This design comes from an exercise in tuning for small area, a short achievable clock period and few clock cycles on the open sky130 flow, not from production work.
Only simulation tests tie the RTL to the original design; equivalence was not proved.
Power is estimated from default activity; no workload was simulated.

### config.mk
export PLATFORM = sky130hd
export DESIGN_NAME = RISCV_multi_cycle
export DESIGN_NICKNAME = RISCV_multi_cycle
export VERILOG_FILES = /design/flow/design.v
export SDC_FILE = /design/flow/constraint.sdc
export NUM_CORES = 4
export LEC_CHECK = 0
export CAP_MARGIN = 20
export CORE_MARGIN = 2
export CORE_UTILIZATION = 30
export SETUP_SLACK_MARGIN = 0.3
export SLEW_MARGIN = 20
### constraint.sdc
create_clock -name core_clock -period 10.0 [get_ports {clk}]
set_input_delay 2.0000 -clock core_clock [delete_from_list [all_inputs] [get_ports {clk}]]
set_output_delay 2.0000 -clock core_clock [all_outputs]
set_load 0.01 [all_outputs]
### design.v
module alu (a, b, ctrl, y, zero);
  input [63:0] a, b;
  input [3:0] ctrl;
  output [63:0] y;
  output zero;
  wire [63:0]sub;
  assign sub = a-b;
  assign y =  (ctrl == 4'b0000) ? (a & b) :
              (ctrl == 4'b0001) ? (a | b) : 
              (ctrl == 4'b0010) ? (a + b) :
              (ctrl == 4'b0011) ? (a << b) :
              (ctrl == 4'b0100) ? (a >> b) :
              (ctrl == 4'b0110) ? (a - b) : 
              (ctrl == 4'b1000) ? (a + (2*b) - 4):
              (ctrl == 4'b1001) ? (b + (2*a)) : ((sub[63]) ? 64'd1: 64'd0);
  assign zero = (y == 64'd0) ? 1'b1 : 1'b0;
endmodule
module alu_controller (alu_op, func_alu, operation);
  input [2:0] alu_op;
  input [3:0] func_alu;
  output [3:0] operation;
  reg [3:0] operation;
  always @(alu_op, func_alu)
  begin
    operation = 4'b0000;
    if (alu_op == 3'b000)         
      operation = 4'b0010;
    else if (alu_op == 3'b001)    
      operation = 4'b0110;
    else if(alu_op ==3'b010)
      begin
        case (func_alu)
          4'b0000: operation = 4'b0010;   
          4'b1000: operation = 4'b0110;   
          4'b0111: operation = 4'b0000;   
          4'b0110: operation = 4'b0001;   
          4'b0010: operation = 4'b0111;   
          4'b0001: operation = 4'b0011;  
          4'b0101: operation = 4'b0100;  
          default:   operation = 4'b0000;
        endcase
      end
    else if(alu_op==3'b100) operation = 4'b1000;    
    else if(alu_op==3'b101) operation = 4'b1001;    
    else   
     begin
       case (func_alu[2:0])
       3'b010:   operation =4'b0111;  
       3'b000:   operation =4'b0010;  
     endcase
     end
  end
endmodule
module Imm_Gen(inst,Imm_Gen_out);
  input [31:0] inst;
  output [63:0] Imm_Gen_out;
  reg [63:0] Imm_Gen_out;
  wire [9:0] func_op;
  assign func_op={inst[14:12],inst[6:0]};
  always@(inst)begin
    case(func_op)
      10'b0110000011: Imm_Gen_out={{52{inst[31]}},inst[31:20]};   
      10'b0100000011: Imm_Gen_out={{52{inst[31]}},inst[31:20]};   
      10'b1110100011: Imm_Gen_out={{52{inst[31]}},inst[31:25],inst[11:7]};   
      10'b0100100011: Imm_Gen_out={{52{inst[31]}},inst[31:25],inst[11:7]};   
      10'b0000010011: Imm_Gen_out={{52{inst[31]}},inst[31:20]};   
      10'b0100010011: Imm_Gen_out={{52{inst[31]}},inst[31:20]};   
      10'b0001100111: Imm_Gen_out={{52{inst[31]}},inst[31:20]};   
      10'b0001100011: Imm_Gen_out={{52{inst[31]}},inst[31],inst[7],inst[30:25],inst[11:8]};  
      default: Imm_Gen_out=64'd0;
    endcase
    if(func_op[6:0]==7'b1101111)    
      Imm_Gen_out={{44{inst[31]}},inst[31],inst[19:12],inst[20],inst[30:21]};
    end
  endmodule
module sign_ext (d_in, d_out);
  input [31:0] d_in;
  output [63:0] d_out;
  assign d_out = {{32{d_in[31]}}, d_in};
endmodule
module reg_file (wr_data, rd_reg1, rd_reg2, wr_reg, reg_write, rst, clk, rd_data1, rd_data2);
  input [63:0] wr_data;
  input [4:0] rd_reg1, rd_reg2, wr_reg;
  input reg_write, rst, clk;
  output [63:0] rd_data1, rd_data2;
  reg [63:0] register_file [0:63];
  integer i;
  assign rd_data1 = (rd_reg1 == 5'b0) ? 64'd0 : register_file[rd_reg1];
  assign rd_data2 = (rd_reg2 == 5'b0) ? 64'd0 : register_file[rd_reg2];
  always @(posedge clk)
    if (rst == 1'b1)
      for (i=0; i<64 ; i=i+1 )
        register_file[i] <=64'd0;
    else if (reg_write == 1'b1)
      if(wr_reg != 5'd0)
        register_file[wr_reg] <= wr_data;
endmodule
module mux2to1_64b (i0, i1, sel, y);
  input [63:0] i0, i1;
  input sel;
  output [63:0] y;
  assign y = (sel==1'b1) ? i1 : i0;
endmodule
module mux4to1_64b (i0, i1, i2, i3, sel, y);
  input [63:0] i0, i1, i2,i3;
  input [1:0]sel;
  output [63:0] y;
  assign y = (sel==2'd3) ? i3 : 
             (sel==2'd2) ? i2 : 
             (sel==2'd1) ? i1 : i0;
endmodule
module reg_32b (d_in, sclr, ld, clk, d_out);
  input [31:0] d_in;
  input sclr, ld, clk;
  output [31:0] d_out;
  reg [31:0] d_out;
  always @(posedge clk)
  begin
    if (sclr==1'b1)
      d_out <= 32'd0;
    else if (ld)
      d_out <= d_in;
  end
endmodule
module reg_64b (d_in, sclr, ld, clk, d_out);
  input [63:0] d_in;
  input sclr, ld, clk;
  output [63:0] d_out;
  reg [63:0] d_out;
  always @(posedge clk)
  begin
    if (sclr==1'b1)
      d_out <= 64'd0;
    else if (ld)
      d_out <= d_in;
  end
endmodule
module datapath ( clk,rst, pcen, IorD, MemWrite, MemRead, IRWrite, MemtoReg, RegWrite, ALUSrcA, ALUSrcB, PCSrc, sw, alu_ctrl, dataIN, zero, dataOUT, inst_adr, inst, mux6_out);
input clk,rst, pcen, IorD, MemWrite, MemRead, IRWrite, RegWrite, ALUSrcA, PCSrc, sw;
input [1:0] ALUSrcB, MemtoReg;
input [3:0] alu_ctrl;
input [63:0] dataIN;
output zero;
output [63:0] dataOUT,inst_adr;
  wire [63:0] mux1_out;
  wire [63:0] pc_out;
  wire [63:0] alu_result;
  wire [63:0] alu_out;
  output [31:0] inst;
  wire [63:0] MDR_out;
  wire [63:0] mux3_out;
  wire [63:0] read_data1, read_data2;
  wire [63:0] A_out;
  wire [63:0] B_out;
  wire [63:0] mux4_out;
  wire [63:0] mux5_out;
  output [63:0] mux6_out;
  wire [63:0] ImmGen_out;
  wire [63:0] sgn_ext_out1;
  wire [63:0] sgn_ext_out2;
  mux2to1_64b MUX1(alu_result,alu_out,PCSrc,mux1_out);
  reg_64b PC(mux1_out, rst, pcen, clk, pc_out);
  mux2to1_64b MUX2(pc_out,alu_out,IorD,dataOUT);
  reg_32b IR(dataIN[31:0] , rst, IRWrite, clk, inst);
  reg_64b MDR(dataIN, rst, 1'b1, clk, MDR_out);
  mux4to1_64b MUX3(alu_out, MDR_out, pc_out, sgn_ext_out2, MemtoReg, mux3_out);
  reg_file  RF(mux3_out, inst[19:15], inst[24:20], inst[11:7], RegWrite, rst, clk, read_data1, read_data2);
  reg_64b A(read_data1, rst, 1'b1, clk, A_out);
  reg_64b B(read_data2, rst, 1'b1, clk, B_out);
  mux2to1_64b MUX4(pc_out,A_out,ALUSrcA,mux4_out);
  mux4to1_64b MUX5(B_out,64'd4,ImmGen_out,alu_out,ALUSrcB,mux5_out);
  alu ALU(mux4_out, mux5_out, alu_ctrl, alu_result, zero);
  reg_64b ALU_Out(alu_result, rst, 1'b1, clk, alu_out);
  Imm_Gen IMM_GEN(inst, ImmGen_out);
  sign_ext SGN_EXT1(B_out[31:0], sgn_ext_out1);
  mux2to1_64b MUX6(B_out, sgn_ext_out1, sw, mux6_out);
  sign_ext SGN_EXT2(MDR_out[31:0], sgn_ext_out2);
  assign inst_adr = pc_out;
endmodule
module controller (clk,rst, func_alu,inst,zero,pcen, IorD, MemWrite, MemRead, IRWrite, MemtoReg, RegWrite, ALUSrcA,ALUSrcB, PCSrc,sw,operation);
  input [6:0]inst;
  input zero,clk,rst;
  output pcen, IorD, MemWrite, MemRead, IRWrite, RegWrite, ALUSrcA, PCSrc, sw;
  output [1:0] MemtoReg,ALUSrcB;
  reg  IorD, MemWrite, MemRead, IRWrite, RegWrite, ALUSrcA, PCSrc, sw;
  reg [1:0] MemtoReg,ALUSrcB;
  reg [2:0] alu_op;
  reg PCWrite,PCWrite_cond;
  input [3:0] func_alu;
  output [3:0] operation;
  alu_controller aluCtrl(alu_op, func_alu, operation);
  reg [3:0]ps,ns;
  always @(posedge clk) begin
    if(rst)
      ps<=4'b0000;
    else
      ps<=ns;
  end 
  always @(ps or inst or func_alu)
  begin
    ns=ps;
    case (ps)
      4'd0: ns=4'b0001;
      4'd1: begin
                 case (inst)
                   7'b1100011: ns=4'd2;  
                   7'b1101111: ns=4'd3;  
                   7'b1100111: ns=4'd4;  
                   7'b0110011: ns=4'd5;  
                   7'b0010011: ns=4'd7;  
                   7'b0000011: ns=4'd8;  
                   7'b0100011: ns=4'd8;  
                 endcase
               end 
     4'd2: ns=4'd0;
     4'd3: ns=4'd0;
     4'd4: ns=4'd0;  
     4'd5: ns=4'd6;
     4'd6: ns=4'd0; 
     4'd7: ns=4'd6;
     4'd8: begin
             if(inst==7'b0000011)
               ns=4'd9;
             else if(inst==7'b0100011)
               if(func_alu[2:0]==3'b010)
                  ns=4'd11;
                else
                  ns=4'd10;
           end  
     4'd9: begin
            if(func_alu[2:0]==3'b011)
              ns=4'd12;
            else
              ns=4'd13;
            end
     4'd10: ns=4'd0;
     4'd11: ns=4'd0;
     4'd12: ns=4'd0;     
     4'd13: ns=4'd0;
    endcase
  end
  always @(ps)
  begin
    {IorD, MemWrite, MemRead, IRWrite, RegWrite, ALUSrcA, PCSrc,MemtoReg,ALUSrcB,alu_op,PCWrite,PCWrite_cond,sw}=17'd0;
    case (ps)
      4'd0: {MemRead,IRWrite,ALUSrcA,ALUSrcB,IorD,PCSrc,PCWrite,alu_op}=11'b11001001000;   
      4'd1: {ALUSrcA,ALUSrcB,alu_op}=6'b010100;  
      4'd2: {ALUSrcA,ALUSrcB,alu_op,PCWrite_cond,PCSrc}=8'b10000111;  
      4'd3: {MemtoReg,RegWrite,PCWrite,PCSrc}= 5'b10111;   
      4'd4: {ALUSrcA,ALUSrcB,alu_op,MemtoReg,RegWrite,PCWrite,PCSrc}=11'b11110110110;  
      4'd5: {ALUSrcA,ALUSrcB,alu_op}=6'b100010;  
      4'd6: {MemtoReg,RegWrite}=3'b001;  
      4'd7: {ALUSrcA,ALUSrcB,alu_op}=6'b110011;  
      4'd8: {ALUSrcA,ALUSrcB,alu_op}=6'b110000;  
      4'd9: {IorD, MemRead}=2'b11;  
      4'd10: {IorD,MemWrite,sw}=3'b110;  
      4'd11: {IorD,MemWrite,sw}=3'b111;  
      4'd12: {MemtoReg,RegWrite}=3'b011;  
      4'd13: {MemtoReg,RegWrite}=3'b111;  
    endcase
  end
  assign pcen= PCWrite|(PCWrite_cond & zero);
endmodule
module RISCV_multi_cycle (rst, clk,dataIN,dataOUT, MemWrite, MemRead,DATA);
  input clk,rst;
  output  MemWrite, MemRead;
  wire pcen, IorD, IRWrite, RegWrite, ALUSrcA, PCSrc, sw;
  wire [1:0] ALUSrcB, MemtoReg;
  wire [3:0] alu_ctrl;
  input [63:0] dataIN;
  wire zero;
  output [63:0] dataOUT;
  wire [63:0] inst_adr;
  wire [31:0] inst;
  output [63:0] DATA;
  datapath  DP( clk,rst, pcen, IorD, MemWrite, MemRead, IRWrite, MemtoReg,
   RegWrite, ALUSrcA, ALUSrcB, PCSrc, sw, alu_ctrl, dataIN, zero, dataOUT, inst_adr, inst, DATA);
   controller CU(clk,rst, {inst[30],inst[14:12]},inst[6:0],zero,pcen, IorD, MemWrite, MemRead,
    IRWrite, MemtoReg, RegWrite, ALUSrcA,ALUSrcB, PCSrc, sw, alu_ctrl);
endmodule
### run.sh
#!/bin/bash
# synth_recipe.tcl (not shown) runs the flow's synth.tcl, then flattens the netlist and writes it again
# the make line also repeats each setting of config.mk as NAME=value (left out here)
make -C /OpenROAD-flow-scripts/flow DESIGN_CONFIG=/design/flow/config.mk WORK_HOME=/design/flow/orfs CLKGATE_MAP_FILE= SYNTH_SCRIPT=/design/flow/synth_recipe.tcl finish
==> notes.md <==
==> layer usage <==
metal	GRT usage [%]	share of wire, %	vias to the layer above
met3	9.06	13	2356
met2	45.7	44	10100
li1	-	-	52300
met1	36.6	35	65500
met5	0	0.033	-
met4	19.5	7.9	40
==> flip-flops by register name, indices dropped and copies added, names as in the netlist, 2 cells and up <==
register	count
DP.ALU_Out.d_out	64
DP.RF.register_file	2048
DP.MUX3.sel	2
CU.aluCtrl.alu_op	3
CU.ps	4
DP.A.d_out	64
DP.MUX5.sel	2
DP.IR.d_out	32
DP.MDR.d_out	64
DP.B.d_out	64
DP.PC.d_out	64
==> layout make-up <==
| class | count | area (um^2) | share of cell area [%] |
|---|---|---|---|
| timing repair buffer | 833 | 6980 | 4.06 |
| inverter | 384 | 1470 | 0.852 |
| clock inverter | 132 | 1340 | 0.778 |
| multi-input combinational | 9933 | 77800 | 45.2 |
| clock buffer | 326 | 6850 | 3.98 |
| antenna | 55 | 138 | 0.0800 |
| sequential | 2421 | 69000 | 40.1 |
| tap | 6706 | 8390 | 4.88 |
==> metrics by stage <==
stage / util, % / cells / setup WS (ns) / area [um^2]
3_3_place_gp: 32.4 / 20300 / 0.450 / 164000
3_5_place_dp: 32.4 / 20300 / 0.309 / 164000
5_1_grt: 34.0 / 20700 / 0.320 / 172000
6_report: 34.1 / 20800 / 0.406 / 172000
4_1_cts: 34.0 / 20700 / 0.526 / 172000
2_1_floorplan: - / 14100 / 1.92 / 152000
==> logic make-up (layout without fill, tap and decap cells) <==
family	after synthesis	count (layout)	synth area share (%)
buf+inv	1722	1675	4.49
flops	2421	2421	45.3
mux	1935	1935	21.2
xor+xnor	130	130	0.748
simple gates	4724	4724	13.3
fa+ha+maj	367	367	3.03
other cells	1	119	0.00246
compound gates	2713	2713	12.0
==> tightest hold or removal path: cells and delay by family (launching register included) <==
kind	cells	cell delay, ns
AND/OR/NAND/NOR	1	0.06
flip-flops	1	0.33
multiplexers	1	0.06
==> synthesized netlist by cell type, drive strengths merged (27+ instances only) <==
master and n:
mux2 255, a32oi 31, nand2b 60, a22oi 110, a31oi 101, or3 45, nand4 90, o31ai 43
a2111oi 27, a221oi 145, and2 46, mux4 993, nor4 80, a211o 61, dfxtp 373, and3 62
o21ai 550, xor2 43, a22o 60, o22ai 165, xnor2 87, o211a 43, nor2 2812, a21o 121
a21oi 619, nand3 188, mux2i 687, edfxtp 2048, o21bai 51, o2111ai 30, inv 376, o221ai 114
clkbuf 997, nor3 210, ha 365, o211ai 94, nor2b 145, or2 34, nand2 858, buf 341
a211oi 113, o21a 36
==> power by group through the flow <==
| stage | combinational (uW) | sequential (uW) | clock (uW) |
|---|---|---|---|
| global route | 28600 | 12600 | 10000 |
| detailed placement | 26700 | 12700 | 0 |
| finish | 28100 | 12600 | 9650 |
| global placement | 27000 | 12700 | 0 |
| CTS | 26800 | 12500 | 9650 |
| floorplan | 15000 | 12100 | 0 |
==> final timing paths <==
| path | end | depth (start not counted) | slack [ns] |
|---|---|---|---|
| setup / recovery | DP.PC.d_out[2]$_SDFFE_PP0P_ | 27 | 0.41 |
| hold reg to reg | DP.PC.d_out[56]$_SDFFE_PP0P_ | 2 | 0.50 |
| hold / removal | DP.PC.d_out[56]$_SDFFE_PP0P_ | 2 | 0.50 |
| setup reg to reg | DP.PC.d_out[2]$_SDFFE_PP0P_ | 27 | 0.41 |
==> repair_timing <==
item | CTS | global route
gates resized for setup | 1 | 6
pin swaps | 0 | 0
setup endpoints to repair | 24 | 64
==> notes.md <==
status timing/DRC/antenna clean; CP required 10.79 ns; share of synthesized flip-flops with an asynchronous set or reset 0%; minimum clock period 9.59 ns; width of the die 716 um; ys flop type edfxtp_1; RSZ-0062 raised after global routing no; Worst Setup End Kind flop; largest net degree at the start of global routing 99; cell area power density 293 nW/um^2; Final period util 95.9%; clock slew at reported path FFs 0.06 ns; Fin. Hold Viols 0; Ys Warns 6; num ports 196; initial DRC count 21100; sequential power share 25.0%; Pint 25600 uW; Setup Total Neg Slack 0 ns; wire length per cell 38.2 um; commonest non-fill, non-tap cells in the layout nor2_1 (2803), edfxtp_1 (2048), mux4_2 (993); CTS tree built; max_slew headroom 11.5%; Post-DP HPWL 546 mm; Post-synth EDFFs 2048; most common cell after layout, fill and taps aside nor2_1; Yosys top cell area share 40.4%; post-CTS setup buffers 0; starting density of the core 30.1%; Area growth, synth to finish 13.0%; worst clock skew 0.107 ns; hold crit path type reg2reg; full die area 513000 um^2; GRT Total Usage 29.9%; Critical Path Source DP.IR.d_out[12]$_SDFFE_PP0P_; vias per cell 6.27; wirelength, routed 795 mm; row cnt 261; root buf cell clkbuf_16; cts hold-fix bufs 0; fin nets 14300; Netlist cell types 122; post-route ant nets 0; Max Cap Viol 0; grt ovf 0; crit path launch type flop; WP buf/inv 3; FILL cells 50200; CP peak stage delay 0.88 ns; Post-Synthesis Cells 14000; drt pass-1 iters 6; power consumption 50400 uW; Synth Cell Area 152000 um^2; gpl congestion 1.06; share of layout cells above drive strength 1 18.5%; Worst EP arrival 10.39 ns; Leak Pwr 0.0598 uW; initial antenna violation count 78; Die Height 716 um; Residual DRC 0; hold slack 0.497 ns; largest area contributor in the netlist edfxtp_1; Max Buffers Root-to-Sink 4; CP max stage cell nor4_1; via count 130000; first-pass GRT wire length 1070 mm; combinational fraction of design power 55.9%; VDD IR max 191 uV; Psw 24700 uW; # port buffers 195; reg2reg start DP.IR.d_out[12]$_SDFFE_PP0P_; clock latency (worst-skew pair) 0.99 ns; Seq/Total Area, Yosys 45.3%; most area-consuming cells after synthesis edfxtp_1 (40%), mux4_2 (15%), nor2_1 (6.9%); Crit Path Category reg2reg; Core ar. 505000 um^2; cell repeated most along the worst path a21oi_1; CP max FO 41; fmax 104 MHz; clock power share 19.2%; CTS sink cnt 2421; Syn Area/Cell 10.9 um^2; hold path startpoint DP.PC.d_out[56]$_SDFFE_PP0P_; Final Slew Violations 0; number of global-route vias before repair 124000; family with the most delay on the worst path simple AND/OR/NAND/NOR gates; actual slew at the worst max-slew pin 1.29 ns; total CTS buffers 247; #FFs+latches synth 2421; sw frac 49.1%; endpoints failing setup 0; H-tree Lvls 4
Testbench counts, summed over its fixed seeds: cycles 208,297.

re-timing with driven ports:
The flow's constraints put no driver on any port. The routed layout listed below was extracted and timed again, unchanged, in two steps. Step 1 assumes that a clkbuf_16 drives the clock port and a buf_2 every other input. Step 2, shift: input delay + t, output delay - t, t = (earliest + latest rising clock arrival at the registers) / 2. This alone moves slack from input paths to output paths. a / b / c = ideal / step 1 / step 2; a / b = the first two.
t (ns): 1.031
setup WS [ns]: 0.406 / 0.406 / 0.406
latest minus earliest clock arrival (ns): 0.109 / 0.108
After both steps this run still meets setup and hold. The setup slack of this run moves by 0.000 ns with the drivers and by 0.000 ns with both steps.
